Background: an optimization exercise with open tools, aiming at small area and a short achievable clock period. Do not read the settings as production practice.
Only simulation tests tie the RTL to the original design; equivalence was not proved.
Power figures rest on the tool's default switching activity, not on a simulated workload.

File: flow/run.sh
#!/bin/bash
# The standard layout (standard.sh) with two changes:
#  - plain buffers (sky130_fd_sc_hd__buf_2) on the ports instead of the
#    resizer's default choice (a delay cell);
#  - clock tree synthesis without dummy loads.
# The full output of the flow goes to standard_flow.log (ORFS's own per-step
# logs are under orfs/logs).
set -o pipefail
export BUFFER_PORTS_ARGS="-buffer_cell sky130_fd_sc_hd__buf_2"
export CTS_ARGS="-sink_clustering_enable -repair_clock_nets -dont_use_dummy_load"
bash standard.sh > standard_flow.log 2>&1
File: standard.sh
#!/bin/bash
# synth_recipe.tcl (not shown) runs the flow's synth.tcl, then flattens the netlist and writes it again
# the make line also repeats each setting of config.mk as NAME=value (left out here)
make -C /OpenROAD-flow-scripts/flow DESIGN_CONFIG=/design/flow/config.mk WORK_HOME=/design/flow/orfs CLKGATE_MAP_FILE= SYNTH_SCRIPT=/design/flow/synth_recipe.tcl "${@:-finish}"
File: config.mk
export PLATFORM = sky130hd
export DESIGN_NAME = SingleCycleProcessor
export DESIGN_NICKNAME = SingleCycleProcessor
export VERILOG_FILES = /design/flow/design.v
export SDC_FILE = /design/flow/constraint.sdc
export NUM_CORES = 4
export LEC_CHECK = 0
export CAP_MARGIN = 20
export CORE_MARGIN = 2
export CORE_UTILIZATION = 50
export SETUP_SLACK_MARGIN = 5
export SLEW_MARGIN = 20
export SYNTH_HIERARCHICAL = 1
export TNS_END_PERCENT = 0
File: constraint.sdc
create_clock -name core_clock -period 10.0 [get_ports {clk}]
set_input_delay 2.0000 -clock core_clock [delete_from_list [all_inputs] [get_ports {clk}]]
set_output_delay 2.0000 -clock core_clock [all_outputs]
set_load 0.01 [all_outputs]
File: design.v
module  SingleCycleProcessor(DBtheRegVal, PC, DBtheReg, Instr, clk, reset);
	output  [31:0]  DBtheRegVal;
	output  [31:0]  PC;
	input   [3:0]   DBtheReg;
	input   [31:0]  Instr;
	input           clk, reset;
	reg     [31:0]  PC;
	reg     [31:0]  rf [0:14];
	reg     [14:0]  vld;
	reg     [31:0]  mem [0:7];
	reg             N, Z, C, V;
	wire    [3:0]   Rn = Instr[19:16];
	wire    [3:0]   Rd = Instr[15:12];
	wire    [3:0]   Rm = Instr[3:0];
	wire            RegWrite, MemWrite, PCSrc, MemtoReg, Branch, IsStr;
	wire            UseRegB, Sub, IsLogic, FlagNZ, FlagCV;
	wire    [1:0]   LogicOp;
	controlunit u1(.Instr(Instr), .Flags({N, Z, C, V}),
	               .RegWrite(RegWrite), .MemWrite(MemWrite), .PCSrc(PCSrc),
	               .MemtoReg(MemtoReg), .Branch(Branch), .IsStr(IsStr),
	               .UseRegB(UseRegB), .Sub(Sub), .IsLogic(IsLogic), .LogicOp(LogicOp),
	               .FlagNZ(FlagNZ), .FlagCV(FlagCV));
	wire    [28:0]  PCHiInc = PC[31:3] + 29'd1;
	wire    [31:0]  PCPlus8 = {PCHiInc, PC[2:0]};
	wire    [31:0]  PCPlus4 = PC[2] ? {PCHiInc, 1'b0, PC[1:0]} : {PC[31:3], 1'b1, PC[1:0]};
	genvar g;
	wire    [15:0]  selA, selB, selD;
	wire            selImm;
	controlsel  u2(.Instr(Instr), .vld(vld), .DBtheReg(DBtheReg),
	               .selA(selA), .selB(selB), .selD(selD), .selImm(selImm));
	wire    [31:0]  ExtImm;
	extend  u4(.ExtImm(ExtImm), .theData(Instr[23:0]), .ImmSrc(Instr[27:26]));
	wire    [31:0]  SrcA, SrcB, RD2;
	aor16   rda(.s(selA), .d0(rf[0]), .d1(rf[1]), .d2(rf[2]), .d3(rf[3]), .d4(rf[4]),
	            .d5(rf[5]), .d6(rf[6]), .d7(rf[7]), .d8(rf[8]), .d9(rf[9]), .d10(rf[10]),
	            .d11(rf[11]), .d12(rf[12]), .d13(rf[13]), .d14(rf[14]), .d15(PCPlus8), .y(SrcA));
	aor17   rdb(.s(selB), .d0(rf[0]), .d1(rf[1]), .d2(rf[2]), .d3(rf[3]), .d4(rf[4]),
	            .d5(rf[5]), .d6(rf[6]), .d7(rf[7]), .d8(rf[8]), .d9(rf[9]), .d10(rf[10]),
	            .d11(rf[11]), .d12(rf[12]), .d13(rf[13]), .d14(rf[14]), .d15(PCPlus8),
	            .si(selImm), .di(ExtImm), .y(SrcB));
	assign  RD2 = SrcB;
	aor16   rdd(.s(selD), .d0(rf[0]), .d1(rf[1]), .d2(rf[2]), .d3(rf[3]), .d4(rf[4]),
	            .d5(rf[5]), .d6(rf[6]), .d7(rf[7]), .d8(rf[8]), .d9(rf[9]), .d10(rf[10]),
	            .d11(rf[11]), .d12(rf[12]), .d13(rf[13]), .d14(rf[14]), .d15(PCPlus8), .y(DBtheRegVal));
	wire    [31:0]  Sum, Logic;
	wire    [3:0]   ALUFlags;
	alu     u5(.Sum(Sum), .Logic(Logic), .ALUFlags(ALUFlags), .Sub(Sub),
	           .IsLogic(IsLogic), .LogicOp(LogicOp), .SrcA(SrcA), .SrcB(SrcB));
	wire    [7:0]   selM;
	msel    ms(.a(SrcA[4:0]), .b(Instr[4:0]), .sel(selM));
	wire    [31:0]  ReadData;
	aor8    rdm(.s(selM), .d0(mem[0]), .d1(mem[1]), .d2(mem[2]), .d3(mem[3]),
	            .d4(mem[4]), .d5(mem[5]), .d6(mem[6]), .d7(mem[7]), .y(ReadData));
	wire            uR = MemtoReg;
	wire            uL = IsLogic;
	wire            uS = ~MemtoReg & ~IsLogic;
	wire    [31:0]  Result, PCNext;
	sel3x32 resw(.y(Result), .a(Sum), .sa(uS), .b(ReadData), .sb(uR), .c(Logic), .sc(uL));
	sel4x32 resp(.y(PCNext), .a(Sum), .sa(uS & PCSrc), .b(ReadData), .sb(uR & PCSrc),
	             .c(Logic), .sc(uL & PCSrc), .d(PCPlus4), .sd(~PCSrc));
	always @(posedge clk, posedge reset) begin
		if (reset)
			PC <= 32'b0;
		else
			PC <= PCNext;
	end
	wire    [14:0]  wen;
	generate
		for (g = 0; g < 15; g = g + 1) begin : wr
			assign wen[g] = RegWrite & (Rd == g);
			always @(posedge clk)
				if (wen[g])
					rf[g] <= Result;
		end
		for (g = 0; g < 8; g = g + 1) begin : mw
			always @(posedge clk)
				if (MemWrite & selM[g])
					mem[g] <= RD2;
		end
	endgenerate
	always @(posedge clk, posedge reset) begin
		if (reset)
			vld <= 15'b0;
		else
			vld <= vld | wen;
	end
	always @(posedge clk) begin
		if (FlagNZ) begin
			N <= ALUFlags[3];
			Z <= ALUFlags[2];
		end
		if (FlagCV) begin
			C <= ALUFlags[1];
			V <= ALUFlags[0];
		end
	end
endmodule
module controlunit(Instr, Flags, RegWrite, MemWrite, PCSrc, MemtoReg,
                   Branch, IsStr, UseRegB, Sub, IsLogic, LogicOp, FlagNZ, FlagCV);
	input  [31:0]   Instr;
	input  [3:0]    Flags;
	output          RegWrite, MemWrite, PCSrc, MemtoReg, Branch, IsStr;
	output          UseRegB, Sub, IsLogic, FlagNZ, FlagCV;
	output [1:0]    LogicOp;
	wire            N = Flags[3], Z = Flags[2], C = Flags[1], V = Flags[0];
	reg             CondEx;
	wire   [3:0]    Cond = Instr[31:28];
	wire   [1:0]    Op   = Instr[27:26];
	wire   [3:0]    Cmd  = Instr[24:21];
	wire            S    = Instr[20];
	wire            RdIs15 = &Instr[15:12];
	wire            IsDP  = (Op == 2'b00);
	wire            IsMem = (Op == 2'b01);
	assign          Branch   = (Op == 2'b10);
	assign          MemtoReg = IsMem & S;
	assign          IsStr    = IsMem & ~S;
	assign          UseRegB  = IsDP & ~Instr[25];
	wire            cADD = (Cmd == 4'b0100);
	wire            cSUB = (Cmd == 4'b0010);
	wire            cAND = (Cmd == 4'b0000);
	wire            cORR = (Cmd == 4'b1100);
	wire            cCMP = (Cmd == 4'b1010) & S;
	wire            cEOR = (Cmd == 4'b0001);
	assign          Sub     = IsDP & (cSUB | cCMP);
	assign          IsLogic = IsDP & (cAND | cORR | cEOR);
	assign          LogicOp = {cEOR, cORR};       
	wire            NoWrite = cCMP;
	wire            FW1 = IsDP & ((S & (cADD | cSUB | cAND | cORR | cCMP)) | cEOR);
	wire            FW0 = IsDP & ((S & (cADD | cSUB | cCMP)) | cEOR);
	wire            RegW = IsDP | MemtoReg;
	always @(*) begin
		case (Cond)
			4'b0000:    CondEx = Z;
			4'b0001:    CondEx = !Z;
			4'b0010:    CondEx = C;
			4'b0011:    CondEx = !C;
			4'b0100:    CondEx = N;
			4'b0101:    CondEx = !N;
			4'b0110:    CondEx = V;
			4'b0111:    CondEx = !V;
			4'b1000:    CondEx = (!Z) && C;
			4'b1001:    CondEx = Z || (!C);
			4'b1010:    CondEx = !(N ^ V);
			4'b1011:    CondEx = N ^ V;
			4'b1100:    CondEx = (!Z) && (!(N ^ V));
			4'b1101:    CondEx = Z || (N ^ V);
			default:    CondEx = 1'b1;
		endcase
	end
	assign  FlagNZ   = FW1 & CondEx;
	assign  FlagCV   = FW0 & CondEx;
	assign  PCSrc    = ((RdIs15 & RegW) | Branch) & CondEx;
	assign  RegWrite = RegW & ~(IsDP & NoWrite) & ~RdIs15 & CondEx;
	assign  MemWrite = IsStr & CondEx;
endmodule
module controlsel(Instr, vld, DBtheReg, selA, selB, selD, selImm);
	input   [31:0]  Instr;
	input   [14:0]  vld;
	input   [3:0]   DBtheReg;
	output  [15:0]  selA, selB, selD;
	output          selImm;
	wire    [1:0]   Op = Instr[27:26];
	wire            Branch  = Op[1] & ~Op[0];
	wire            IsStr   = ~Op[1] & Op[0] & ~Instr[20];
	wire            UseRegB = ~Op[1] & ~Op[0] & ~Instr[25];
	assign          selImm  = ~(IsStr | UseRegB);
	wire    [3:0]   loA, loAu, hiA, loD, hiD, loM, hiM, loX, hiX;
	dec2q   p0(.a(Instr[17:16]), .q(~Branch), .y(loA));
	dec2    p1(.a(Instr[17:16]), .y(loAu));
	dec2    p2(.a(Instr[19:18]), .y(hiA));
	dec2q   p3(.a(Instr[13:12]), .q(IsStr),   .y(loD));
	dec2    p4(.a(Instr[15:14]), .y(hiD));
	dec2q   p5(.a(Instr[1:0]),   .q(UseRegB), .y(loM));
	dec2    p6(.a(Instr[3:2]), .y(hiM));
	dec2    p7(.a(DBtheReg[1:0]), .y(loX));
	dec2    p8(.a(DBtheReg[3:2]), .y(hiX));
	genvar g;
	generate
		for (g = 0; g < 15; g = g + 1) begin : s
			and3s  a(.y(selA[g]), .a(loA[g % 4]), .b(hiA[g / 4]), .c(vld[g]));
			selb2  b(.y(selB[g]), .a(loD[g % 4]), .b(hiD[g / 4]), .c(loM[g % 4]), .d(hiM[g / 4]), .v(vld[g]));
			and3s  d(.y(selD[g]), .a(loX[g % 4]), .b(hiX[g / 4]), .c(vld[g]));
		end
	endgenerate
	assign  selA[15] = Branch | (loAu[3] & hiA[3]);
	assign  selB[15] = (loD[3] & hiD[3]) | (loM[3] & hiM[3]);
	assign  selD[15] = loX[3] & hiX[3];
endmodule
module dec2q(a, q, y);
	input   [1:0]   a;
	input           q;
	output  [3:0]   y;
	assign  y = {a[1] & a[0] & q, a[1] & ~a[0] & q, ~a[1] & a[0] & q, ~a[1] & ~a[0] & q};
endmodule
module and3s(y, a, b, c);
	output  y;
	input   a, b, c;
	assign  y = a & b & c;
endmodule
module selb2(y, a, b, c, d, v);
	output  y;
	input   a, b, c, d, v;
	assign  y = v & ((a & b) | (c & d));
endmodule
module dec2(a, y);
	input   [1:0]   a;
	output  [3:0]   y;
	assign  y = {a[1] & a[0], a[1] & ~a[0], ~a[1] & a[0], ~a[1] & ~a[0]};
endmodule
module aor16(s, d0, d1, d2, d3, d4, d5, d6, d7, d8, d9, d10, d11, d12, d13, d14, d15, y);
	input   [15:0]  s;
	input   [31:0]  d0, d1, d2, d3, d4, d5, d6, d7, d8, d9, d10, d11, d12, d13, d14, d15;
	output  [31:0]  y;
	assign  y = ((d0  & {32{s[0]}})  | (d1  & {32{s[1]}}))  | ((d2  & {32{s[2]}})  | (d3  & {32{s[3]}}))
	          | ((d4  & {32{s[4]}})  | (d5  & {32{s[5]}}))  | ((d6  & {32{s[6]}})  | (d7  & {32{s[7]}}))
	          | ((d8  & {32{s[8]}})  | (d9  & {32{s[9]}}))  | ((d10 & {32{s[10]}}) | (d11 & {32{s[11]}}))
	          | ((d12 & {32{s[12]}}) | (d13 & {32{s[13]}})) | ((d14 & {32{s[14]}}) | (d15 & {32{s[15]}}));
endmodule
module sel3x32(y, a, sa, b, sb, c, sc);
	output  [31:0]  y;
	input   [31:0]  a, b, c;
	input           sa, sb, sc;
	assign  y = (a & {32{sa}}) | (b & {32{sb}}) | (c & {32{sc}});
endmodule
module sel4x32(y, a, sa, b, sb, c, sc, d, sd);
	output  [31:0]  y;
	input   [31:0]  a, b, c, d;
	input           sa, sb, sc, sd;
	assign  y = ((a & {32{sa}}) | (b & {32{sb}})) | ((c & {32{sc}}) | (d & {32{sd}}));
endmodule
module aor17(s, d0, d1, d2, d3, d4, d5, d6, d7, d8, d9, d10, d11, d12, d13, d14, d15, si, di, y);
	input   [15:0]  s;
	input           si;
	input   [31:0]  d0, d1, d2, d3, d4, d5, d6, d7, d8, d9, d10, d11, d12, d13, d14, d15, di;
	output  [31:0]  y;
	assign  y = ((d0  & {32{s[0]}})  | (d1  & {32{s[1]}}))  | ((d2  & {32{s[2]}})  | (d3  & {32{s[3]}}))
	          | ((d4  & {32{s[4]}})  | (d5  & {32{s[5]}}))  | ((d6  & {32{s[6]}})  | (d7  & {32{s[7]}}))
	          | ((d8  & {32{s[8]}})  | (d9  & {32{s[9]}}))  | ((d10 & {32{s[10]}}) | (d11 & {32{s[11]}}))
	          | ((d12 & {32{s[12]}}) | (d13 & {32{s[13]}})) | ((d14 & {32{s[14]}}) | (d15 & {32{s[15]}}))
	          | (di & {32{si}});
endmodule
module  extend(ExtImm, theData, ImmSrc);
	output  [31:0]  ExtImm;
	input   [23:0]  theData;
	input   [1:0]   ImmSrc;
	reg     [31:0]  ExtImm;
	always  @(*) begin
		case(ImmSrc)
			2'b00:  ExtImm = {24'b0, theData[7:0]};                      
			2'b01:  ExtImm = {20'b0, theData[11:0]};                     
			2'b10:  ExtImm = { {6{theData[23]}}, theData[23:0], 2'b00};  
			default:  ExtImm = 32'b0;
		endcase
	end
endmodule
module alu(Sum, Logic, ALUFlags, Sub, IsLogic, LogicOp, SrcA, SrcB);
	output  [31:0]  Sum, Logic;
	output  [3:0]   ALUFlags;
	input           Sub, IsLogic;
	input   [1:0]   LogicOp;
	input   [31:0]  SrcA, SrcB;
	wire    [31:0]  B = SrcB ^ {32{Sub}};
	wire    [31:0]  P = SrcA ^ B;
	wire            Cout, C31;
	ksadd   add(.a(SrcA), .b(B), .p(P), .ci(Sub), .s(Sum), .co(Cout), .c31(C31));
	reg     [31:0]  Logic;
	always @(*) begin
		case (LogicOp)
			2'b00:   Logic = SrcA & SrcB;
			2'b01:   Logic = SrcA | SrcB;
			default: Logic = SrcA ^ SrcB;
		endcase
	end
	wire    [31:0]  K = {SrcA[30:0] | B[30:0], Sub};
	wire            ZSum = ~|(P ^ K);
	wire            ZLogic = ~|Logic;
	wire    N = IsLogic ? Logic[31] : Sum[31];
	wire    Z = IsLogic ? ZLogic : ZSum;
	wire    C = ~IsLogic & Cout;
	wire    V = ~IsLogic & (Cout ^ C31);
	assign  ALUFlags = {N, Z, C, V};
endmodule
module ksadd(a, b, p, ci, s, co, c31);
	input   [31:0]  a, b, p;    
	input           ci;
	output  [31:0]  s;
	output          co, c31;
	wire g0_0;
	wire t0_0;
	wire g0_1;
	wire t0_1;
	wire g0_2;
	wire t0_2;
	wire g0_3;
	wire t0_3;
	wire g0_4;
	wire t0_4;
	wire g0_5;
	wire t0_5;
	wire g0_6;
	wire t0_6;
	wire g0_7;
	wire t0_7;
	wire g0_8;
	wire t0_8;
	wire g0_9;
	wire t0_9;
	wire g0_10;
	wire t0_10;
	wire g0_11;
	wire t0_11;
	wire g0_12;
	wire t0_12;
	wire g0_13;
	wire t0_13;
	wire g0_14;
	wire t0_14;
	wire g0_15;
	wire t0_15;
	wire g0_16;
	wire t0_16;
	wire g0_17;
	wire t0_17;
	wire g0_18;
	wire t0_18;
	wire g0_19;
	wire t0_19;
	wire g0_20;
	wire t0_20;
	wire g0_21;
	wire t0_21;
	wire g0_22;
	wire t0_22;
	wire g0_23;
	wire t0_23;
	wire g0_24;
	wire t0_24;
	wire g0_25;
	wire t0_25;
	wire g0_26;
	wire t0_26;
	wire g0_27;
	wire t0_27;
	wire g0_28;
	wire t0_28;
	wire g0_29;
	wire t0_29;
	wire g0_30;
	wire t0_30;
	wire g0_31;
	wire t0_31;
	wire g1_1;
	wire ci_n;
	wire g1_2;
	wire t1_2;
	wire g1_3;
	wire t1_3;
	wire g1_4;
	wire t1_4;
	wire g1_5;
	wire t1_5;
	wire g1_6;
	wire t1_6;
	wire g1_7;
	wire t1_7;
	wire g1_8;
	wire t1_8;
	wire g1_9;
	wire t1_9;
	wire g1_10;
	wire t1_10;
	wire g1_11;
	wire t1_11;
	wire g1_12;
	wire t1_12;
	wire g1_13;
	wire t1_13;
	wire g1_14;
	wire t1_14;
	wire g1_15;
	wire t1_15;
	wire g1_16;
	wire t1_16;
	wire g1_17;
	wire t1_17;
	wire g1_18;
	wire t1_18;
	wire g1_19;
	wire t1_19;
	wire g1_20;
	wire t1_20;
	wire g1_21;
	wire t1_21;
	wire g1_22;
	wire t1_22;
	wire g1_23;
	wire t1_23;
	wire g1_24;
	wire t1_24;
	wire g1_25;
	wire t1_25;
	wire g1_26;
	wire t1_26;
	wire g1_27;
	wire t1_27;
	wire g1_28;
	wire t1_28;
	wire g1_29;
	wire t1_29;
	wire g1_30;
	wire t1_30;
	wire g1_31;
	wire t1_31;
	wire g1_32;
	wire t1_32;
	wire g2_2;
	wire g2_3;
	wire g2_4;
	wire t2_4;
	wire g2_5;
	wire t2_5;
	wire g2_6;
	wire t2_6;
	wire g2_7;
	wire t2_7;
	wire g2_8;
	wire t2_8;
	wire g2_9;
	wire t2_9;
	wire g2_10;
	wire t2_10;
	wire g2_11;
	wire t2_11;
	wire g2_12;
	wire t2_12;
	wire g2_13;
	wire t2_13;
	wire g2_14;
	wire t2_14;
	wire g2_15;
	wire t2_15;
	wire g2_16;
	wire t2_16;
	wire g2_17;
	wire t2_17;
	wire g2_18;
	wire t2_18;
	wire g2_19;
	wire t2_19;
	wire g2_20;
	wire t2_20;
	wire g2_21;
	wire t2_21;
	wire g2_22;
	wire t2_22;
	wire g2_23;
	wire t2_23;
	wire g2_24;
	wire t2_24;
	wire g2_25;
	wire t2_25;
	wire g2_26;
	wire t2_26;
	wire g2_27;
	wire t2_27;
	wire g2_28;
	wire t2_28;
	wire g2_29;
	wire t2_29;
	wire g2_30;
	wire t2_30;
	wire g2_31;
	wire t2_31;
	wire g2_32;
	wire t2_32;
	wire g3_4;
	wire g3_5;
	wire g1_1_n;
	wire g3_6;
	wire g3_7;
	wire g3_8;
	wire t3_8;
	wire g3_9;
	wire t3_9;
	wire g3_10;
	wire t3_10;
	wire g3_11;
	wire t3_11;
	wire g3_12;
	wire t3_12;
	wire g3_13;
	wire t3_13;
	wire g3_14;
	wire t3_14;
	wire g3_15;
	wire t3_15;
	wire g3_16;
	wire t3_16;
	wire g3_17;
	wire t3_17;
	wire g3_18;
	wire t3_18;
	wire g3_19;
	wire t3_19;
	wire g3_20;
	wire t3_20;
	wire g3_21;
	wire t3_21;
	wire g3_22;
	wire t3_22;
	wire g3_23;
	wire t3_23;
	wire g3_24;
	wire t3_24;
	wire g3_25;
	wire t3_25;
	wire g3_26;
	wire t3_26;
	wire g3_27;
	wire t3_27;
	wire g3_28;
	wire t3_28;
	wire g3_29;
	wire t3_29;
	wire g3_30;
	wire t3_30;
	wire g3_31;
	wire t3_31;
	wire g3_32;
	wire t3_32;
	wire g4_8;
	wire g4_9;
	wire g4_10;
	wire g2_2_n;
	wire g4_11;
	wire g2_3_n;
	wire g4_12;
	wire g4_13;
	wire g4_14;
	wire g4_15;
	wire g4_16;
	wire t4_16;
	wire g4_17;
	wire t4_17;
	wire g4_18;
	wire t4_18;
	wire g4_19;
	wire t4_19;
	wire g4_20;
	wire t4_20;
	wire g4_21;
	wire t4_21;
	wire g4_22;
	wire t4_22;
	wire g4_23;
	wire t4_23;
	wire g4_24;
	wire t4_24;
	wire g4_25;
	wire t4_25;
	wire g4_26;
	wire t4_26;
	wire g4_27;
	wire t4_27;
	wire g4_28;
	wire t4_28;
	wire g4_29;
	wire t4_29;
	wire g4_30;
	wire t4_30;
	wire g4_31;
	wire t4_31;
	wire g4_32;
	wire t4_32;
	wire g5_16;
	wire g5_17;
	wire g5_18;
	wire g5_19;
	wire g5_20;
	wire g3_4_n;
	wire g5_21;
	wire g3_5_n;
	wire g5_22;
	wire g3_6_n;
	wire g5_23;
	wire g3_7_n;
	wire g5_24;
	wire g5_25;
	wire g5_26;
	wire g5_27;
	wire g5_28;
	wire g5_29;
	wire g5_30;
	wire g5_31;
	wire g5_32;
	wire t5_32;
	wire g6_32;
	wire g6_32_n;
	c_nand2 k1(.y(g0_0), .a(a[0]), .b(b[0]));
	c_nor2 k2(.y(t0_0), .a(a[0]), .b(b[0]));
	c_nand2 k3(.y(g0_1), .a(a[1]), .b(b[1]));
	c_nor2 k4(.y(t0_1), .a(a[1]), .b(b[1]));
	c_nand2 k5(.y(g0_2), .a(a[2]), .b(b[2]));
	c_nor2 k6(.y(t0_2), .a(a[2]), .b(b[2]));
	c_nand2 k7(.y(g0_3), .a(a[3]), .b(b[3]));
	c_nor2 k8(.y(t0_3), .a(a[3]), .b(b[3]));
	c_nand2 k9(.y(g0_4), .a(a[4]), .b(b[4]));
	c_nor2 k10(.y(t0_4), .a(a[4]), .b(b[4]));
	c_nand2 k11(.y(g0_5), .a(a[5]), .b(b[5]));
	c_nor2 k12(.y(t0_5), .a(a[5]), .b(b[5]));
	c_nand2 k13(.y(g0_6), .a(a[6]), .b(b[6]));
	c_nor2 k14(.y(t0_6), .a(a[6]), .b(b[6]));
	c_nand2 k15(.y(g0_7), .a(a[7]), .b(b[7]));
	c_nor2 k16(.y(t0_7), .a(a[7]), .b(b[7]));
	c_nand2 k17(.y(g0_8), .a(a[8]), .b(b[8]));
	c_nor2 k18(.y(t0_8), .a(a[8]), .b(b[8]));
	c_nand2 k19(.y(g0_9), .a(a[9]), .b(b[9]));
	c_nor2 k20(.y(t0_9), .a(a[9]), .b(b[9]));
	c_nand2 k21(.y(g0_10), .a(a[10]), .b(b[10]));
	c_nor2 k22(.y(t0_10), .a(a[10]), .b(b[10]));
	c_nand2 k23(.y(g0_11), .a(a[11]), .b(b[11]));
	c_nor2 k24(.y(t0_11), .a(a[11]), .b(b[11]));
	c_nand2 k25(.y(g0_12), .a(a[12]), .b(b[12]));
	c_nor2 k26(.y(t0_12), .a(a[12]), .b(b[12]));
	c_nand2 k27(.y(g0_13), .a(a[13]), .b(b[13]));
	c_nor2 k28(.y(t0_13), .a(a[13]), .b(b[13]));
	c_nand2 k29(.y(g0_14), .a(a[14]), .b(b[14]));
	c_nor2 k30(.y(t0_14), .a(a[14]), .b(b[14]));
	c_nand2 k31(.y(g0_15), .a(a[15]), .b(b[15]));
	c_nor2 k32(.y(t0_15), .a(a[15]), .b(b[15]));
	c_nand2 k33(.y(g0_16), .a(a[16]), .b(b[16]));
	c_nor2 k34(.y(t0_16), .a(a[16]), .b(b[16]));
	c_nand2 k35(.y(g0_17), .a(a[17]), .b(b[17]));
	c_nor2 k36(.y(t0_17), .a(a[17]), .b(b[17]));
	c_nand2 k37(.y(g0_18), .a(a[18]), .b(b[18]));
	c_nor2 k38(.y(t0_18), .a(a[18]), .b(b[18]));
	c_nand2 k39(.y(g0_19), .a(a[19]), .b(b[19]));
	c_nor2 k40(.y(t0_19), .a(a[19]), .b(b[19]));
	c_nand2 k41(.y(g0_20), .a(a[20]), .b(b[20]));
	c_nor2 k42(.y(t0_20), .a(a[20]), .b(b[20]));
	c_nand2 k43(.y(g0_21), .a(a[21]), .b(b[21]));
	c_nor2 k44(.y(t0_21), .a(a[21]), .b(b[21]));
	c_nand2 k45(.y(g0_22), .a(a[22]), .b(b[22]));
	c_nor2 k46(.y(t0_22), .a(a[22]), .b(b[22]));
	c_nand2 k47(.y(g0_23), .a(a[23]), .b(b[23]));
	c_nor2 k48(.y(t0_23), .a(a[23]), .b(b[23]));
	c_nand2 k49(.y(g0_24), .a(a[24]), .b(b[24]));
	c_nor2 k50(.y(t0_24), .a(a[24]), .b(b[24]));
	c_nand2 k51(.y(g0_25), .a(a[25]), .b(b[25]));
	c_nor2 k52(.y(t0_25), .a(a[25]), .b(b[25]));
	c_nand2 k53(.y(g0_26), .a(a[26]), .b(b[26]));
	c_nor2 k54(.y(t0_26), .a(a[26]), .b(b[26]));
	c_nand2 k55(.y(g0_27), .a(a[27]), .b(b[27]));
	c_nor2 k56(.y(t0_27), .a(a[27]), .b(b[27]));
	c_nand2 k57(.y(g0_28), .a(a[28]), .b(b[28]));
	c_nor2 k58(.y(t0_28), .a(a[28]), .b(b[28]));
	c_nand2 k59(.y(g0_29), .a(a[29]), .b(b[29]));
	c_nor2 k60(.y(t0_29), .a(a[29]), .b(b[29]));
	c_nand2 k61(.y(g0_30), .a(a[30]), .b(b[30]));
	c_nor2 k62(.y(t0_30), .a(a[30]), .b(b[30]));
	c_nand2 k63(.y(g0_31), .a(a[31]), .b(b[31]));
	c_nor2 k64(.y(t0_31), .a(a[31]), .b(b[31]));
	c_inv k65(.y(ci_n), .a(ci));
	c_oai21 k66(.y(g1_1), .a(g0_0), .b(t0_0), .c(ci_n));
	c_oai21 k67(.y(g1_2), .a(g0_1), .b(t0_1), .c(g0_0));
	c_nor2 k68(.y(t1_2), .a(t0_1), .b(t0_0));
	c_oai21 k69(.y(g1_3), .a(g0_2), .b(t0_2), .c(g0_1));
	c_nor2 k70(.y(t1_3), .a(t0_2), .b(t0_1));
	c_oai21 k71(.y(g1_4), .a(g0_3), .b(t0_3), .c(g0_2));
	c_nor2 k72(.y(t1_4), .a(t0_3), .b(t0_2));
	c_oai21 k73(.y(g1_5), .a(g0_4), .b(t0_4), .c(g0_3));
	c_nor2 k74(.y(t1_5), .a(t0_4), .b(t0_3));
	c_oai21 k75(.y(g1_6), .a(g0_5), .b(t0_5), .c(g0_4));
	c_nor2 k76(.y(t1_6), .a(t0_5), .b(t0_4));
	c_oai21 k77(.y(g1_7), .a(g0_6), .b(t0_6), .c(g0_5));
	c_nor2 k78(.y(t1_7), .a(t0_6), .b(t0_5));
	c_oai21 k79(.y(g1_8), .a(g0_7), .b(t0_7), .c(g0_6));
	c_nor2 k80(.y(t1_8), .a(t0_7), .b(t0_6));
	c_oai21 k81(.y(g1_9), .a(g0_8), .b(t0_8), .c(g0_7));
	c_nor2 k82(.y(t1_9), .a(t0_8), .b(t0_7));
	c_oai21 k83(.y(g1_10), .a(g0_9), .b(t0_9), .c(g0_8));
	c_nor2 k84(.y(t1_10), .a(t0_9), .b(t0_8));
	c_oai21 k85(.y(g1_11), .a(g0_10), .b(t0_10), .c(g0_9));
	c_nor2 k86(.y(t1_11), .a(t0_10), .b(t0_9));
	c_oai21 k87(.y(g1_12), .a(g0_11), .b(t0_11), .c(g0_10));
	c_nor2 k88(.y(t1_12), .a(t0_11), .b(t0_10));
	c_oai21 k89(.y(g1_13), .a(g0_12), .b(t0_12), .c(g0_11));
	c_nor2 k90(.y(t1_13), .a(t0_12), .b(t0_11));
	c_oai21 k91(.y(g1_14), .a(g0_13), .b(t0_13), .c(g0_12));
	c_nor2 k92(.y(t1_14), .a(t0_13), .b(t0_12));
	c_oai21 k93(.y(g1_15), .a(g0_14), .b(t0_14), .c(g0_13));
	c_nor2 k94(.y(t1_15), .a(t0_14), .b(t0_13));
	c_oai21 k95(.y(g1_16), .a(g0_15), .b(t0_15), .c(g0_14));
	c_nor2 k96(.y(t1_16), .a(t0_15), .b(t0_14));
	c_oai21 k97(.y(g1_17), .a(g0_16), .b(t0_16), .c(g0_15));
	c_nor2 k98(.y(t1_17), .a(t0_16), .b(t0_15));
	c_oai21 k99(.y(g1_18), .a(g0_17), .b(t0_17), .c(g0_16));
	c_nor2 k100(.y(t1_18), .a(t0_17), .b(t0_16));
	c_oai21 k101(.y(g1_19), .a(g0_18), .b(t0_18), .c(g0_17));
	c_nor2 k102(.y(t1_19), .a(t0_18), .b(t0_17));
	c_oai21 k103(.y(g1_20), .a(g0_19), .b(t0_19), .c(g0_18));
	c_nor2 k104(.y(t1_20), .a(t0_19), .b(t0_18));
	c_oai21 k105(.y(g1_21), .a(g0_20), .b(t0_20), .c(g0_19));
	c_nor2 k106(.y(t1_21), .a(t0_20), .b(t0_19));
	c_oai21 k107(.y(g1_22), .a(g0_21), .b(t0_21), .c(g0_20));
	c_nor2 k108(.y(t1_22), .a(t0_21), .b(t0_20));
	c_oai21 k109(.y(g1_23), .a(g0_22), .b(t0_22), .c(g0_21));
	c_nor2 k110(.y(t1_23), .a(t0_22), .b(t0_21));
	c_oai21 k111(.y(g1_24), .a(g0_23), .b(t0_23), .c(g0_22));
	c_nor2 k112(.y(t1_24), .a(t0_23), .b(t0_22));
	c_oai21 k113(.y(g1_25), .a(g0_24), .b(t0_24), .c(g0_23));
	c_nor2 k114(.y(t1_25), .a(t0_24), .b(t0_23));
	c_oai21 k115(.y(g1_26), .a(g0_25), .b(t0_25), .c(g0_24));
	c_nor2 k116(.y(t1_26), .a(t0_25), .b(t0_24));
	c_oai21 k117(.y(g1_27), .a(g0_26), .b(t0_26), .c(g0_25));
	c_nor2 k118(.y(t1_27), .a(t0_26), .b(t0_25));
	c_oai21 k119(.y(g1_28), .a(g0_27), .b(t0_27), .c(g0_26));
	c_nor2 k120(.y(t1_28), .a(t0_27), .b(t0_26));
	c_oai21 k121(.y(g1_29), .a(g0_28), .b(t0_28), .c(g0_27));
	c_nor2 k122(.y(t1_29), .a(t0_28), .b(t0_27));
	c_oai21 k123(.y(g1_30), .a(g0_29), .b(t0_29), .c(g0_28));
	c_nor2 k124(.y(t1_30), .a(t0_29), .b(t0_28));
	c_oai21 k125(.y(g1_31), .a(g0_30), .b(t0_30), .c(g0_29));
	c_nor2 k126(.y(t1_31), .a(t0_30), .b(t0_29));
	c_oai21 k127(.y(g1_32), .a(g0_31), .b(t0_31), .c(g0_30));
	c_nor2 k128(.y(t1_32), .a(t0_31), .b(t0_30));
	c_aoi21 k129(.y(g2_2), .a(g1_2), .b(t1_2), .c(ci));
	c_aoi21 k130(.y(g2_3), .a(g1_3), .b(t1_3), .c(g1_1));
	c_aoi21 k131(.y(g2_4), .a(g1_4), .b(t1_4), .c(g1_2));
	c_nand2 k132(.y(t2_4), .a(t1_4), .b(t1_2));
	c_aoi21 k133(.y(g2_5), .a(g1_5), .b(t1_5), .c(g1_3));
	c_nand2 k134(.y(t2_5), .a(t1_5), .b(t1_3));
	c_aoi21 k135(.y(g2_6), .a(g1_6), .b(t1_6), .c(g1_4));
	c_nand2 k136(.y(t2_6), .a(t1_6), .b(t1_4));
	c_aoi21 k137(.y(g2_7), .a(g1_7), .b(t1_7), .c(g1_5));
	c_nand2 k138(.y(t2_7), .a(t1_7), .b(t1_5));
	c_aoi21 k139(.y(g2_8), .a(g1_8), .b(t1_8), .c(g1_6));
	c_nand2 k140(.y(t2_8), .a(t1_8), .b(t1_6));
	c_aoi21 k141(.y(g2_9), .a(g1_9), .b(t1_9), .c(g1_7));
	c_nand2 k142(.y(t2_9), .a(t1_9), .b(t1_7));
	c_aoi21 k143(.y(g2_10), .a(g1_10), .b(t1_10), .c(g1_8));
	c_nand2 k144(.y(t2_10), .a(t1_10), .b(t1_8));
	c_aoi21 k145(.y(g2_11), .a(g1_11), .b(t1_11), .c(g1_9));
	c_nand2 k146(.y(t2_11), .a(t1_11), .b(t1_9));
	c_aoi21 k147(.y(g2_12), .a(g1_12), .b(t1_12), .c(g1_10));
	c_nand2 k148(.y(t2_12), .a(t1_12), .b(t1_10));
	c_aoi21 k149(.y(g2_13), .a(g1_13), .b(t1_13), .c(g1_11));
	c_nand2 k150(.y(t2_13), .a(t1_13), .b(t1_11));
	c_aoi21 k151(.y(g2_14), .a(g1_14), .b(t1_14), .c(g1_12));
	c_nand2 k152(.y(t2_14), .a(t1_14), .b(t1_12));
	c_aoi21 k153(.y(g2_15), .a(g1_15), .b(t1_15), .c(g1_13));
	c_nand2 k154(.y(t2_15), .a(t1_15), .b(t1_13));
	c_aoi21 k155(.y(g2_16), .a(g1_16), .b(t1_16), .c(g1_14));
	c_nand2 k156(.y(t2_16), .a(t1_16), .b(t1_14));
	c_aoi21 k157(.y(g2_17), .a(g1_17), .b(t1_17), .c(g1_15));
	c_nand2 k158(.y(t2_17), .a(t1_17), .b(t1_15));
	c_aoi21 k159(.y(g2_18), .a(g1_18), .b(t1_18), .c(g1_16));
	c_nand2 k160(.y(t2_18), .a(t1_18), .b(t1_16));
	c_aoi21 k161(.y(g2_19), .a(g1_19), .b(t1_19), .c(g1_17));
	c_nand2 k162(.y(t2_19), .a(t1_19), .b(t1_17));
	c_aoi21 k163(.y(g2_20), .a(g1_20), .b(t1_20), .c(g1_18));
	c_nand2 k164(.y(t2_20), .a(t1_20), .b(t1_18));
	c_aoi21 k165(.y(g2_21), .a(g1_21), .b(t1_21), .c(g1_19));
	c_nand2 k166(.y(t2_21), .a(t1_21), .b(t1_19));
	c_aoi21 k167(.y(g2_22), .a(g1_22), .b(t1_22), .c(g1_20));
	c_nand2 k168(.y(t2_22), .a(t1_22), .b(t1_20));
	c_aoi21 k169(.y(g2_23), .a(g1_23), .b(t1_23), .c(g1_21));
	c_nand2 k170(.y(t2_23), .a(t1_23), .b(t1_21));
	c_aoi21 k171(.y(g2_24), .a(g1_24), .b(t1_24), .c(g1_22));
	c_nand2 k172(.y(t2_24), .a(t1_24), .b(t1_22));
	c_aoi21 k173(.y(g2_25), .a(g1_25), .b(t1_25), .c(g1_23));
	c_nand2 k174(.y(t2_25), .a(t1_25), .b(t1_23));
	c_aoi21 k175(.y(g2_26), .a(g1_26), .b(t1_26), .c(g1_24));
	c_nand2 k176(.y(t2_26), .a(t1_26), .b(t1_24));
	c_aoi21 k177(.y(g2_27), .a(g1_27), .b(t1_27), .c(g1_25));
	c_nand2 k178(.y(t2_27), .a(t1_27), .b(t1_25));
	c_aoi21 k179(.y(g2_28), .a(g1_28), .b(t1_28), .c(g1_26));
	c_nand2 k180(.y(t2_28), .a(t1_28), .b(t1_26));
	c_aoi21 k181(.y(g2_29), .a(g1_29), .b(t1_29), .c(g1_27));
	c_nand2 k182(.y(t2_29), .a(t1_29), .b(t1_27));
	c_aoi21 k183(.y(g2_30), .a(g1_30), .b(t1_30), .c(g1_28));
	c_nand2 k184(.y(t2_30), .a(t1_30), .b(t1_28));
	c_aoi21 k185(.y(g2_31), .a(g1_31), .b(t1_31), .c(g1_29));
	c_nand2 k186(.y(t2_31), .a(t1_31), .b(t1_29));
	c_aoi21 k187(.y(g2_32), .a(g1_32), .b(t1_32), .c(g1_30));
	c_nand2 k188(.y(t2_32), .a(t1_32), .b(t1_30));
	c_oai21 k189(.y(g3_4), .a(g2_4), .b(t2_4), .c(ci_n));
	c_inv k190(.y(g1_1_n), .a(g1_1));
	c_oai21 k191(.y(g3_5), .a(g2_5), .b(t2_5), .c(g1_1_n));
	c_oai21 k192(.y(g3_6), .a(g2_6), .b(t2_6), .c(g2_2));
	c_oai21 k193(.y(g3_7), .a(g2_7), .b(t2_7), .c(g2_3));
	c_oai21 k194(.y(g3_8), .a(g2_8), .b(t2_8), .c(g2_4));
	c_nor2 k195(.y(t3_8), .a(t2_8), .b(t2_4));
	c_oai21 k196(.y(g3_9), .a(g2_9), .b(t2_9), .c(g2_5));
	c_nor2 k197(.y(t3_9), .a(t2_9), .b(t2_5));
	c_oai21 k198(.y(g3_10), .a(g2_10), .b(t2_10), .c(g2_6));
	c_nor2 k199(.y(t3_10), .a(t2_10), .b(t2_6));
	c_oai21 k200(.y(g3_11), .a(g2_11), .b(t2_11), .c(g2_7));
	c_nor2 k201(.y(t3_11), .a(t2_11), .b(t2_7));
	c_oai21 k202(.y(g3_12), .a(g2_12), .b(t2_12), .c(g2_8));
	c_nor2 k203(.y(t3_12), .a(t2_12), .b(t2_8));
	c_oai21 k204(.y(g3_13), .a(g2_13), .b(t2_13), .c(g2_9));
	c_nor2 k205(.y(t3_13), .a(t2_13), .b(t2_9));
	c_oai21 k206(.y(g3_14), .a(g2_14), .b(t2_14), .c(g2_10));
	c_nor2 k207(.y(t3_14), .a(t2_14), .b(t2_10));
	c_oai21 k208(.y(g3_15), .a(g2_15), .b(t2_15), .c(g2_11));
	c_nor2 k209(.y(t3_15), .a(t2_15), .b(t2_11));
	c_oai21 k210(.y(g3_16), .a(g2_16), .b(t2_16), .c(g2_12));
	c_nor2 k211(.y(t3_16), .a(t2_16), .b(t2_12));
	c_oai21 k212(.y(g3_17), .a(g2_17), .b(t2_17), .c(g2_13));
	c_nor2 k213(.y(t3_17), .a(t2_17), .b(t2_13));
	c_oai21 k214(.y(g3_18), .a(g2_18), .b(t2_18), .c(g2_14));
	c_nor2 k215(.y(t3_18), .a(t2_18), .b(t2_14));
	c_oai21 k216(.y(g3_19), .a(g2_19), .b(t2_19), .c(g2_15));
	c_nor2 k217(.y(t3_19), .a(t2_19), .b(t2_15));
	c_oai21 k218(.y(g3_20), .a(g2_20), .b(t2_20), .c(g2_16));
	c_nor2 k219(.y(t3_20), .a(t2_20), .b(t2_16));
	c_oai21 k220(.y(g3_21), .a(g2_21), .b(t2_21), .c(g2_17));
	c_nor2 k221(.y(t3_21), .a(t2_21), .b(t2_17));
	c_oai21 k222(.y(g3_22), .a(g2_22), .b(t2_22), .c(g2_18));
	c_nor2 k223(.y(t3_22), .a(t2_22), .b(t2_18));
	c_oai21 k224(.y(g3_23), .a(g2_23), .b(t2_23), .c(g2_19));
	c_nor2 k225(.y(t3_23), .a(t2_23), .b(t2_19));
	c_oai21 k226(.y(g3_24), .a(g2_24), .b(t2_24), .c(g2_20));
	c_nor2 k227(.y(t3_24), .a(t2_24), .b(t2_20));
	c_oai21 k228(.y(g3_25), .a(g2_25), .b(t2_25), .c(g2_21));
	c_nor2 k229(.y(t3_25), .a(t2_25), .b(t2_21));
	c_oai21 k230(.y(g3_26), .a(g2_26), .b(t2_26), .c(g2_22));
	c_nor2 k231(.y(t3_26), .a(t2_26), .b(t2_22));
	c_oai21 k232(.y(g3_27), .a(g2_27), .b(t2_27), .c(g2_23));
	c_nor2 k233(.y(t3_27), .a(t2_27), .b(t2_23));
	c_oai21 k234(.y(g3_28), .a(g2_28), .b(t2_28), .c(g2_24));
	c_nor2 k235(.y(t3_28), .a(t2_28), .b(t2_24));
	c_oai21 k236(.y(g3_29), .a(g2_29), .b(t2_29), .c(g2_25));
	c_nor2 k237(.y(t3_29), .a(t2_29), .b(t2_25));
	c_oai21 k238(.y(g3_30), .a(g2_30), .b(t2_30), .c(g2_26));
	c_nor2 k239(.y(t3_30), .a(t2_30), .b(t2_26));
	c_oai21 k240(.y(g3_31), .a(g2_31), .b(t2_31), .c(g2_27));
	c_nor2 k241(.y(t3_31), .a(t2_31), .b(t2_27));
	c_oai21 k242(.y(g3_32), .a(g2_32), .b(t2_32), .c(g2_28));
	c_nor2 k243(.y(t3_32), .a(t2_32), .b(t2_28));
	c_aoi21 k244(.y(g4_8), .a(g3_8), .b(t3_8), .c(ci));
	c_aoi21 k245(.y(g4_9), .a(g3_9), .b(t3_9), .c(g1_1));
	c_inv k246(.y(g2_2_n), .a(g2_2));
	c_aoi21 k247(.y(g4_10), .a(g3_10), .b(t3_10), .c(g2_2_n));
	c_inv k248(.y(g2_3_n), .a(g2_3));
	c_aoi21 k249(.y(g4_11), .a(g3_11), .b(t3_11), .c(g2_3_n));
	c_aoi21 k250(.y(g4_12), .a(g3_12), .b(t3_12), .c(g3_4));
	c_aoi21 k251(.y(g4_13), .a(g3_13), .b(t3_13), .c(g3_5));
	c_aoi21 k252(.y(g4_14), .a(g3_14), .b(t3_14), .c(g3_6));
	c_aoi21 k253(.y(g4_15), .a(g3_15), .b(t3_15), .c(g3_7));
	c_aoi21 k254(.y(g4_16), .a(g3_16), .b(t3_16), .c(g3_8));
	c_nand2 k255(.y(t4_16), .a(t3_16), .b(t3_8));
	c_aoi21 k256(.y(g4_17), .a(g3_17), .b(t3_17), .c(g3_9));
	c_nand2 k257(.y(t4_17), .a(t3_17), .b(t3_9));
	c_aoi21 k258(.y(g4_18), .a(g3_18), .b(t3_18), .c(g3_10));
	c_nand2 k259(.y(t4_18), .a(t3_18), .b(t3_10));
	c_aoi21 k260(.y(g4_19), .a(g3_19), .b(t3_19), .c(g3_11));
	c_nand2 k261(.y(t4_19), .a(t3_19), .b(t3_11));
	c_aoi21 k262(.y(g4_20), .a(g3_20), .b(t3_20), .c(g3_12));
	c_nand2 k263(.y(t4_20), .a(t3_20), .b(t3_12));
	c_aoi21 k264(.y(g4_21), .a(g3_21), .b(t3_21), .c(g3_13));
	c_nand2 k265(.y(t4_21), .a(t3_21), .b(t3_13));
	c_aoi21 k266(.y(g4_22), .a(g3_22), .b(t3_22), .c(g3_14));
	c_nand2 k267(.y(t4_22), .a(t3_22), .b(t3_14));
	c_aoi21 k268(.y(g4_23), .a(g3_23), .b(t3_23), .c(g3_15));
	c_nand2 k269(.y(t4_23), .a(t3_23), .b(t3_15));
	c_aoi21 k270(.y(g4_24), .a(g3_24), .b(t3_24), .c(g3_16));
	c_nand2 k271(.y(t4_24), .a(t3_24), .b(t3_16));
	c_aoi21 k272(.y(g4_25), .a(g3_25), .b(t3_25), .c(g3_17));
	c_nand2 k273(.y(t4_25), .a(t3_25), .b(t3_17));
	c_aoi21 k274(.y(g4_26), .a(g3_26), .b(t3_26), .c(g3_18));
	c_nand2 k275(.y(t4_26), .a(t3_26), .b(t3_18));
	c_aoi21 k276(.y(g4_27), .a(g3_27), .b(t3_27), .c(g3_19));
	c_nand2 k277(.y(t4_27), .a(t3_27), .b(t3_19));
	c_aoi21 k278(.y(g4_28), .a(g3_28), .b(t3_28), .c(g3_20));
	c_nand2 k279(.y(t4_28), .a(t3_28), .b(t3_20));
	c_aoi21 k280(.y(g4_29), .a(g3_29), .b(t3_29), .c(g3_21));
	c_nand2 k281(.y(t4_29), .a(t3_29), .b(t3_21));
	c_aoi21 k282(.y(g4_30), .a(g3_30), .b(t3_30), .c(g3_22));
	c_nand2 k283(.y(t4_30), .a(t3_30), .b(t3_22));
	c_aoi21 k284(.y(g4_31), .a(g3_31), .b(t3_31), .c(g3_23));
	c_nand2 k285(.y(t4_31), .a(t3_31), .b(t3_23));
	c_aoi21 k286(.y(g4_32), .a(g3_32), .b(t3_32), .c(g3_24));
	c_nand2 k287(.y(t4_32), .a(t3_32), .b(t3_24));
	c_oai21 k288(.y(g5_16), .a(g4_16), .b(t4_16), .c(ci_n));
	c_oai21 k289(.y(g5_17), .a(g4_17), .b(t4_17), .c(g1_1_n));
	c_oai21 k290(.y(g5_18), .a(g4_18), .b(t4_18), .c(g2_2));
	c_oai21 k291(.y(g5_19), .a(g4_19), .b(t4_19), .c(g2_3));
	c_inv k292(.y(g3_4_n), .a(g3_4));
	c_oai21 k293(.y(g5_20), .a(g4_20), .b(t4_20), .c(g3_4_n));
	c_inv k294(.y(g3_5_n), .a(g3_5));
	c_oai21 k295(.y(g5_21), .a(g4_21), .b(t4_21), .c(g3_5_n));
	c_inv k296(.y(g3_6_n), .a(g3_6));
	c_oai21 k297(.y(g5_22), .a(g4_22), .b(t4_22), .c(g3_6_n));
	c_inv k298(.y(g3_7_n), .a(g3_7));
	c_oai21 k299(.y(g5_23), .a(g4_23), .b(t4_23), .c(g3_7_n));
	c_oai21 k300(.y(g5_24), .a(g4_24), .b(t4_24), .c(g4_8));
	c_oai21 k301(.y(g5_25), .a(g4_25), .b(t4_25), .c(g4_9));
	c_oai21 k302(.y(g5_26), .a(g4_26), .b(t4_26), .c(g4_10));
	c_oai21 k303(.y(g5_27), .a(g4_27), .b(t4_27), .c(g4_11));
	c_oai21 k304(.y(g5_28), .a(g4_28), .b(t4_28), .c(g4_12));
	c_oai21 k305(.y(g5_29), .a(g4_29), .b(t4_29), .c(g4_13));
	c_oai21 k306(.y(g5_30), .a(g4_30), .b(t4_30), .c(g4_14));
	c_oai21 k307(.y(g5_31), .a(g4_31), .b(t4_31), .c(g4_15));
	c_oai21 k308(.y(g5_32), .a(g4_32), .b(t4_32), .c(g4_16));
	c_nor2 k309(.y(t5_32), .a(t4_32), .b(t4_16));
	c_aoi21 k310(.y(g6_32), .a(g5_32), .b(t5_32), .c(ci));
	c_xor2 k311(.y(s[0]), .a(p[0]), .b(ci));
	c_xor2 k312(.y(s[1]), .a(p[1]), .b(g1_1));
	c_xnor2 k313(.y(s[2]), .a(p[2]), .b(g2_2));
	c_xnor2 k314(.y(s[3]), .a(p[3]), .b(g2_3));
	c_xor2 k315(.y(s[4]), .a(p[4]), .b(g3_4));
	c_xor2 k316(.y(s[5]), .a(p[5]), .b(g3_5));
	c_xor2 k317(.y(s[6]), .a(p[6]), .b(g3_6));
	c_xor2 k318(.y(s[7]), .a(p[7]), .b(g3_7));
	c_xnor2 k319(.y(s[8]), .a(p[8]), .b(g4_8));
	c_xnor2 k320(.y(s[9]), .a(p[9]), .b(g4_9));
	c_xnor2 k321(.y(s[10]), .a(p[10]), .b(g4_10));
	c_xnor2 k322(.y(s[11]), .a(p[11]), .b(g4_11));
	c_xnor2 k323(.y(s[12]), .a(p[12]), .b(g4_12));
	c_xnor2 k324(.y(s[13]), .a(p[13]), .b(g4_13));
	c_xnor2 k325(.y(s[14]), .a(p[14]), .b(g4_14));
	c_xnor2 k326(.y(s[15]), .a(p[15]), .b(g4_15));
	c_xor2 k327(.y(s[16]), .a(p[16]), .b(g5_16));
	c_xor2 k328(.y(s[17]), .a(p[17]), .b(g5_17));
	c_xor2 k329(.y(s[18]), .a(p[18]), .b(g5_18));
	c_xor2 k330(.y(s[19]), .a(p[19]), .b(g5_19));
	c_xor2 k331(.y(s[20]), .a(p[20]), .b(g5_20));
	c_xor2 k332(.y(s[21]), .a(p[21]), .b(g5_21));
	c_xor2 k333(.y(s[22]), .a(p[22]), .b(g5_22));
	c_xor2 k334(.y(s[23]), .a(p[23]), .b(g5_23));
	c_xor2 k335(.y(s[24]), .a(p[24]), .b(g5_24));
	c_xor2 k336(.y(s[25]), .a(p[25]), .b(g5_25));
	c_xor2 k337(.y(s[26]), .a(p[26]), .b(g5_26));
	c_xor2 k338(.y(s[27]), .a(p[27]), .b(g5_27));
	c_xor2 k339(.y(s[28]), .a(p[28]), .b(g5_28));
	c_xor2 k340(.y(s[29]), .a(p[29]), .b(g5_29));
	c_xor2 k341(.y(s[30]), .a(p[30]), .b(g5_30));
	c_xor2 k342(.y(s[31]), .a(p[31]), .b(g5_31));
	c_inv k343(.y(g6_32_n), .a(g6_32));
	assign co = g6_32_n;
	assign c31 = g5_31;
endmodule
module c_inv(y, a);        output y; input a;       assign y = ~a;              endmodule
module c_nand2(y, a, b);   output y; input a, b;    assign y = ~(a & b);        endmodule
module c_nor2(y, a, b);    output y; input a, b;    assign y = ~(a | b);        endmodule
module c_aoi21(y, a, b, c); output y; input a, b, c; assign y = ~(a | (b & c)); endmodule
module c_oai21(y, a, b, c); output y; input a, b, c; assign y = ~(a & (b | c)); endmodule
module c_xor2(y, a, b);    output y; input a, b;    assign y = a ^ b;           endmodule
module c_xnor2(y, a, b);   output y; input a, b;    assign y = ~(a ^ b);        endmodule
module aor8(s, d0, d1, d2, d3, d4, d5, d6, d7, y);
	input   [7:0]   s;
	input   [31:0]  d0, d1, d2, d3, d4, d5, d6, d7;
	output  [31:0]  y;
	assign  y = ((d0 & {32{s[0]}}) | (d1 & {32{s[1]}})) | ((d2 & {32{s[2]}}) | (d3 & {32{s[3]}}))
	          | ((d4 & {32{s[4]}}) | (d5 & {32{s[5]}})) | ((d6 & {32{s[6]}}) | (d7 & {32{s[7]}}));
endmodule
module msel(a, b, sel);
	input   [4:0]   a, b;
	output  [7:0]   sel;
	wire            c2;
	wire    [7:0]   da, t0, t;
	carry2  u0(.a(a[1:0]), .b(b[1:0]), .c(c2));
	dec3    u1(.a(a[4:2]), .y(da));
	dec3    u2(.a(b[4:2]), .y(t0));
	rot1    u3(.t0(t0), .c(c2), .t(t));
	xbar8   u4(.da(da), .t(t), .sel(sel));
endmodule
module carry2(a, b, c);
	input   [1:0]   a, b;
	output          c;
	assign  c = (a[1] & b[1]) | ((a[1] | b[1]) & a[0] & b[0]);
endmodule
module dec3(a, y);
	input   [2:0]   a;
	output  [7:0]   y;
	genvar k;
	generate
		for (k = 0; k < 8; k = k + 1) begin : d
			assign y[k] = (a == k);
		end
	endgenerate
endmodule
module rot1(t0, c, t);
	input   [7:0]   t0;
	input           c;
	output  [7:0]   t;
	assign  t = c ? {t0[6:0], t0[7]} : t0;
endmodule
module xbar8(da, t, sel);
	input   [7:0]   da, t;
	output  [7:0]   sel;
	genvar j, k;
	generate
		for (j = 0; j < 8; j = j + 1) begin : s
			wire [7:0] p;
			for (k = 0; k < 8; k = k + 1) begin : pk
				assign p[k] = da[k] & t[(j - k) & 7];
			end
			assign sel[j] = |p;
		end
	endgenerate
endmodule
==> impl_metrics.py, run 1 <==
metrics = {
    "timing": {
        "finalSetupViolations": 0,
        "tns_ns": 0,
        "tightest_slew_ns": 1.32,
        "rsz0062_at_grt": "yes",
        "final_max_slew_viol_count": 0,
        "min_period_ns": 6.72,
        "fmax_ghz": 0.149,
        "maxSlewHeadroom_pct": 12.3,
        "min_period_over_period_pct": 67.2,
        "whs_ns": 0.572,
        "finalWorstSetupSlack_ns": 3.28,
        "finalClockSkew_ns": 0.103,
        "final_hold_viol_count": 0,
    },
    "grt": {
        "grt_pass1_vias": 36700,
        "overflow": 0,
        "grt_max_degree": 69,
        "track_usage_pct": 44.4,
        "antenna_found_initial": 17,
        "grt_pass1_wl_um": 277000,
    },
    "power_and_ir_drop": {
        "p_int_uw": 6400,
        "switchingPower_uw": 3440,
        "leakage_uw": 0.0173,
        "p_clk_share_pct": 27.4,
        "peakVddDrop_uv": 138,
        "power_frac_comb_pct": 29.7,
        "pwr-share-seq_pct": 43.0,
        "fin_total_pwr_uw": 9830,
        "p_sw_share_pct": 34.9,
        "power.density_nw_per_um2": 199,
    },
    "worst_setup_path": {
        "cp_top_family": "compound AO/OA/AOI/OAI gates",
        "cp-start-kind": "input port",
        "critPathCaptureType": "flop",
        "cpPeakStageDelay_ns": 1.06,
        "critPathMaxFanout": 26,
        "timing.critical_path.mode_cell": "nand4_1",
        "worst_ep_arrival_time_ns": 7.05,
        "slowest_stage": "a222oi_1",
        "crit_required_ns": 10.33,
        "path_cells": "buf_2 -> nor2_4 -> and3_2 -> buf_6 -> a221oi_1 -> nand4_1 -> buf_4 -> and3b_2 -> a22oi_1 -> nand4_1 -> buf_4 -> bufbuf_16 -> a22oi_1 -> nand4_1 -> a222oi_1 -> inv_2",
        "crit_buf_inv": 6,
        "critPathKind": "in2reg",
    },
    "drt": {
        "drc": 0,
        "num_vias": 38100,
        "drtPass1Iterations": 15,
        "drtIter0Drc": 7761,
        "antenna_left": 0,
        "drt-vias-per-instance": 7.85,
        "wirelength_um": 202000,
        "wire_per_inst_um": 41.6,
    },
    "die": {
        "die_h_um": 298,
        "start_util_pct": 50.5,
        "ios": 102,
        "rows": 107,
        "fp.dieW_um": 298,
        "dieArea_um2": 88500,
        "coreArea_um2": 85300,
    },
    "clock_network": {
        "cts.sinks": 787,
        "cts_buffers": 84,
        "cts_hold_buf": 0,
        "max-clock-path-buffers": 3,
        "insertion_delay_ns": 0.69,
        "cts_root_buffer": "clkbuf_16",
        "path_clk_slew_ns": 0.05,
        "cts_tree": "done",
        "htree_levels": 3,
    },
    "synth": {
        "syn_avg_cell_area_um2": 12.3,
        "yosysWarnings": 14,
        "synth_nets": 3632,
        "syn-cell-area_um2": 43100,
        "synth_cells": 3498,
    },
    "placed_design": {
        "io_buffers": 101,
        "dp_hpwl_um": 116000,
        "gp_congestion": 1.02,
        "detailedPlace.worstSlack_ns": 1.45,
    },
    "final_layout": {
        "drive_gt1_share_pct": 23.6,
        "area_growth_pct": 15.0,
        "nets": 3843,
    },
    "job": {
        "maxCapViolCount": 0,
    },
    "outcome": {
        "status": "finished clean",
    },
    "worst_hold_path": {
        "hp-class": "reg2reg",
    },
}
[stage by stage]
stage          instance area (µm²)  utilization [%]  std cells
4_1_cts                      49200             57.7       4838
6_report                     49500             58.1       4857
3_3_place_gp                 44300             52.0       4583
3_5_place_dp                 44300             52.0       4584
2_1_floorplan                43200                -       3498
5_1_grt                      49500             58.1       4853
[power by group through the flow]
stage / combinational [µW] / sequential [µW] / clock [µW]
after global placement: 2360 / 4250 / 0
final: 2920 / 4230 / 2690
after CTS: 2720 / 4210 / 2680
after detailed placement: 2400 / 4250 / 0
after global routing: 3020 / 4230 / 2800
after floorplan: 1450 / 4160 / 0
[cell type report]
cell class / instances / area, µm²
clock buffers: 84 / 2100
well taps: 1144 / 1430
inverters: 155 / 582
diodes: 6 / 15.0
repair buffers: 374 / 3320
flip-flops and latches: 787 / 23400
multi-input cells: 2307 / 18700
fillers: 6875 / 35800
[worst paths after layout]
check	cells past startpoint	start	endpoint	slack, ns
max	16	Instr[19]	rf[8][3]$_DFFE_PP_	3.28
min	1	vld[9]$_DFF_PP0_	vld[9]$_DFF_PP0_	0.57
max reg2reg	20	PC[3]$_DFF_PP0_	rf[13][30]$_DFFE_PP_	3.80
min reg2reg	1	vld[9]$_DFF_PP0_	vld[9]$_DFF_PP0_	0.57
max in group asynchronous	3	reset	PC[22]$_DFF_PP0_	7.70
min in group asynchronous	2	reset	vld[4]$_DFF_PP0_	1.36
[cell usage in the layout (no fill, tap or decap), types with 31 or more instances in the layout]
| cell type | n |
|---|---|
| a21oi_2 | 54 |
| a221oi_1 | 293 |
| a222oi_1 | 64 |
| a22o_1 | 293 |
| a22oi_1 | 334 |
| a22oi_2 | 34 |
| and2_1 | 31 |
| and3_1 | 37 |
| buf_12 | 36 |
| buf_2 | 94 |
| buf_4 | 202 |
| clkbuf_16 | 84 |
| dfrtp_1 | 47 |
| edfxtp_1 | 740 |
| ha_1 | 96 |
| inv_1 | 133 |
| nand2_1 | 179 |
| nand3_1 | 31 |
| nand4_1 | 124 |
| nor2_1 | 79 |
| nor2_2 | 35 |
| nor2b_1 | 31 |
| o21ai_1 | 51 |
| xnor2_1 | 82 |
| xor2_1 | 56 |
[layer usage]
layer | up-vias | wire length, µm | track usage (%)
met2 | 3763 | 84200 | 64.4
li1 | 14700 | - | -
met1 | 18500 | 67200 | 52.8
met4 | 16 | 17900 | 29.7
met3 | 1194 | 32400 | 20.1
met5 | - | 371 | 2.44
[sequential cells by signal (all words and copies together) (netlist names)]
signal and flops:
Z 1, N 1, PC 32, V 1, vld 15, rf 480
mem 256, C 1
[timing repair]
| action | in CTS | in global routing |
|---|---|---|
| resized for setup | 254 | 44 |
| endpoints found under the hold margin | 0 | 0 |
| cloned | 17 | 0 |
| endpoints found under the setup margin | 1276 | 1179 |
| pin swaps | 79 | 25 |
| buffers inserted | 153 | 12 |
==> run 2: changes to the inputs <==
--- a/design.v
+++ b/design.v
@@ -56,5 +56,7 @@
 	wire            uS = ~MemtoReg & ~IsLogic;
 	wire    [31:0]  Result, PCNext;
-	sel3x32 resw(.y(Result), .a(Sum), .sa(uS), .b(ReadData), .sb(uR), .c(Logic), .sc(uL));
+	wire    [31:0]  NotSum;
+	sel2x32 resn(.y(NotSum), .a(ReadData), .sa(uR), .b(Logic), .sb(uL));
+	ao21x32 resw(.y(Result), .a(Sum), .s(uS), .b(NotSum));
 	sel4x32 resp(.y(PCNext), .a(Sum), .sa(uS & PCSrc), .b(ReadData), .sb(uR & PCSrc),
 	             .c(Logic), .sc(uL & PCSrc), .d(PCPlus4), .sd(~PCSrc));
@@ -217,9 +219,15 @@
 	          | ((d12 & {32{s[12]}}) | (d13 & {32{s[13]}})) | ((d14 & {32{s[14]}}) | (d15 & {32{s[15]}}));
 endmodule
-module sel3x32(y, a, sa, b, sb, c, sc);
+module sel2x32(y, a, sa, b, sb);
 	output  [31:0]  y;
-	input   [31:0]  a, b, c;
-	input           sa, sb, sc;
-	assign  y = (a & {32{sa}}) | (b & {32{sb}}) | (c & {32{sc}});
+	input   [31:0]  a, b;
+	input           sa, sb;
+	assign  y = (a & {32{sa}}) | (b & {32{sb}});
+endmodule
+module ao21x32(y, a, s, b);
+	output  [31:0]  y;
+	input   [31:0]  a, b;
+	input           s;
+	assign  y = (a & {32{s}}) | b;
 endmodule
 module sel4x32(y, a, sa, b, sb, c, sc, d, sd);
==> flow/run.sh (replaced) <==
#!/bin/bash
# The standard layout (standard.sh) with these changes:
#  - plain buffers (sky130_fd_sc_hd__buf_2) on the ports instead of the
#    resizer's default choice (a delay cell);
#  - clock tree synthesis without dummy loads, with clkbuf_8 buffers and
#    sink clusters of up to 20 registers within 50 um (the clock-pin slew
#    stays near 110 ps and the insertion delay near the standard tree's).
# The full output of the flow goes to standard_flow.log (ORFS's own per-step
# logs are under orfs/logs).
set -o pipefail
export BUFFER_PORTS_ARGS="-buffer_cell sky130_fd_sc_hd__buf_2"
export CTS_ARGS="-sink_clustering_enable -repair_clock_nets -dont_use_dummy_load -buf_list sky130_fd_sc_hd__clkbuf_8 -sink_clustering_size 20 -sink_clustering_max_diameter 50"
bash standard.sh > standard_flow.log 2>&1
==> run 2 against run 1 <==
  * Clock power decreased by 28%
  * Core utilization is 0.37 points lower
  * Largest power group unchanged
  * Fmax rose by 11%
  * Critical path depth increased by 5
  * Worst setup slack better by 0.66 ns
  * Non-clock buffer count increased by 2
  * Final area is 0.48% lower
  * Clock-buffer cell count rose by 7
  * Synthesized area grew 0.24%
  * Routed wire length rose by 6.1%
  * Sequential power about the same
==> impl_metrics.py, run 2 <==
metrics = {
    "grt": {
        "antenna_found_initial": 12,
        "overflow": 0,
        "grt_pass1_wl_um": 287000,
        "track_usage_pct": 46.5,
        "grt_max_degree": 65,
        "grt_pass1_vias": 36700,
    },
    "die": {
        "die_h_um": 298,
        "dieArea_um2": 88700,
        "start_util_pct": 50.5,
        "coreArea_um2": 85400,
        "ios": 102,
        "fp.dieW_um": 298,
        "rows": 107,
    },
    "drt": {
        "drc": 0,
        "drtPass1Iterations": 13,
        "wirelength_um": 214000,
        "drt-vias-per-instance": 8.00,
        "num_vias": 39000,
        "antenna_left": 0,
        "drtIter0Drc": 7994,
        "wire_per_inst_um": 44.0,
    },
    "timing": {
        "final_hold_viol_count": 0,
        "final_max_slew_viol_count": 0,
        "tightest_slew_ns": 1.02,
        "rsz0062_at_grt": "yes",
        "min_period_ns": 6.07,
        "min_period_over_period_pct": 60.7,
        "fmax_ghz": 0.165,
        "maxSlewHeadroom_pct": 31.6,
        "tns_ns": 0,
        "finalClockSkew_ns": 0.109,
        "finalSetupViolations": 0,
    },
    "synth": {
        "syn_avg_cell_area_um2": 12.3,
        "yosysWarnings": 14,
        "synth_cells": 3498,
        "synth_nets": 3632,
        "syn-cell-area_um2": 43200,
    },
    "clock_network": {
        "path_clk_slew_ns": 0.10,
        "cts.sinks": 787,
        "cts_tree": "done",
        "htree_levels": 3,
        "cts_root_buffer": "clkbuf_8",
        "max-clock-path-buffers": 3,
        "insertion_delay_ns": 0.78,
        "cts_hold_buf": 0,
        "cts_buffers": 91,
    },
    "worst_setup_path": {
        "crit_required_ns": 10.42,
        "critPathKind": "in2reg",
        "cp-start-kind": "input port",
        "worst_ep_arrival_time_ns": 6.49,
        "critPathCaptureType": "flop",
        "critPathMaxFanout": 16,
    },
    "final_layout": {
        "final_area_um2": 49300,
        "multi_input_area_um2": 19200,
        "area_growth_pct": 14.1,
        "nets": 3859,
        "seq_area_um2": 23400,
        "fill_cells": 7121,
        "largest-register": "rf",
        "final_cell_mix": "edfxtp_1 (740), a22oi_1 (334), a22o_1 (322)",
        "layout_commonest_cell": "edfxtp_1",
        "top_regs": "rf x480, mem x256, PC x32",
        "drive_gt1_share_pct": 24.0,
        "largest_reg_flops": 480,
    },
    "worst_hold_path": {
        "hp-class": "reg2reg",
    },
    "job": {
        "maxCapViolCount": 0,
    },
    "placed_design": {
        "gp_congestion": 1.02,
        "io_buffers": 101,
        "postPlaceCellArea_um2": 44500,
        "dp_hpwl_um": 120000,
    },
    "power_and_ir_drop": {
        "power.density_nw_per_um2": 185,
        "leakage_uw": 0.0171,
        "peakVddDrop_uv": 127,
    },
    "outcome": {
        "status": "finished clean",
    },
}
## run 2: layout make-up
type                    instances  area share [%]
flip-flops and latches        787            47.5
clock buffers                  91            2.54
well taps                    1144            2.90
multi-input cells            2346            39.0
inverters                     123           0.937
diodes                          7          0.0355
repair buffers                376            7.11
## run 2: final timing paths
| path | cells past startpoint | from | slack (ns) | endpoint |
|---|---|---|---|---|
| worst max-delay path | 21 | Instr[26] | 3.93 | rf[12][23]$_DFFE_PP_ |
| min in group asynchronous | 3 | reset | 1.44 | PC[9]$_DFF_PP0_ |
| worst min-delay path | 4 | mem[5][7]$_DFFE_PP_ | 0.62 | PC[7]$_DFF_PP0_ |
| max in group asynchronous | 3 | reset | 7.94 | PC[17]$_DFF_PP0_ |
| worst min register to register | 4 | mem[5][7]$_DFFE_PP_ | 0.62 | PC[7]$_DFF_PP0_ |
| worst max register to register | 13 | PC[6]$_DFF_PP0_ | 4.35 | Z$_DFFE_PP_ |
## run 2: routing by layer
metal / track usage, % / routed length [µm] / vias to the layer above
li1: - / - / 14700
met1: 57.0 / 72600 / 18900
met2: 66.7 / 88400 / 4052
met3: 19.9 / 34400 / 1273
met4: 30.7 / 18700 / 8
met5: 1.68 / 253 / -
## run 2: timing repair
| action | in CTS | in global routing |
|---|---|---|
| endpoints found under the hold margin | 0 | 0 |
| cloned | 26 | 5 |
| endpoints found under the setup margin | 1270 | 1299 |
| gates resized for setup | 235 | 63 |
| pin swaps | 58 | 20 |
| buffers inserted | 145 | 28 |
## run 2: power breakdown
group          total, µW  leakage, µW  switching (µW)  internal [µW]
Combinational       2950      0.00903            1990            966
Clock               1930     0.000654            1130            803
Sequential          4240      0.00736             274           3970
## run 2: metrics by stage
stage	hold WS (ns)	util, %	total power [µW]	cells	worst slack, ns
2_1_floorplan	0.462	-	5670	3498	4.34
3_3_place_gp	0.573	52.1	6710	4572	2.00
3_5_place_dp	0.568	52.1	6740	4572	1.89
4_1_cts	0.608	57.0	8830	4834	4.22
5_1_grt	0.632	57.7	9290	4870	3.91
6_report	0.620	57.7	9130	4874	3.93
## run 2: worst max-delay path, stage by stage
cell	delay, ns
buf_4	0.16
nand2b_4	0.21
and3b_2	0.30
and3_4	0.22
buf_4	0.16
a22o_2	0.23
a221oi_2	0.20
nand4_1	0.24
a31oi_2	0.29
nor2_4	0.07
buf_12	0.14
mux2_4	0.36
a22oi_1	0.22
nand4_1	0.11
buf_4	0.17
buf_6	0.13
buf_6	0.20
a22oi_1	0.19
nand4_1	0.27
a22o_1	0.30
a21o_4	0.25
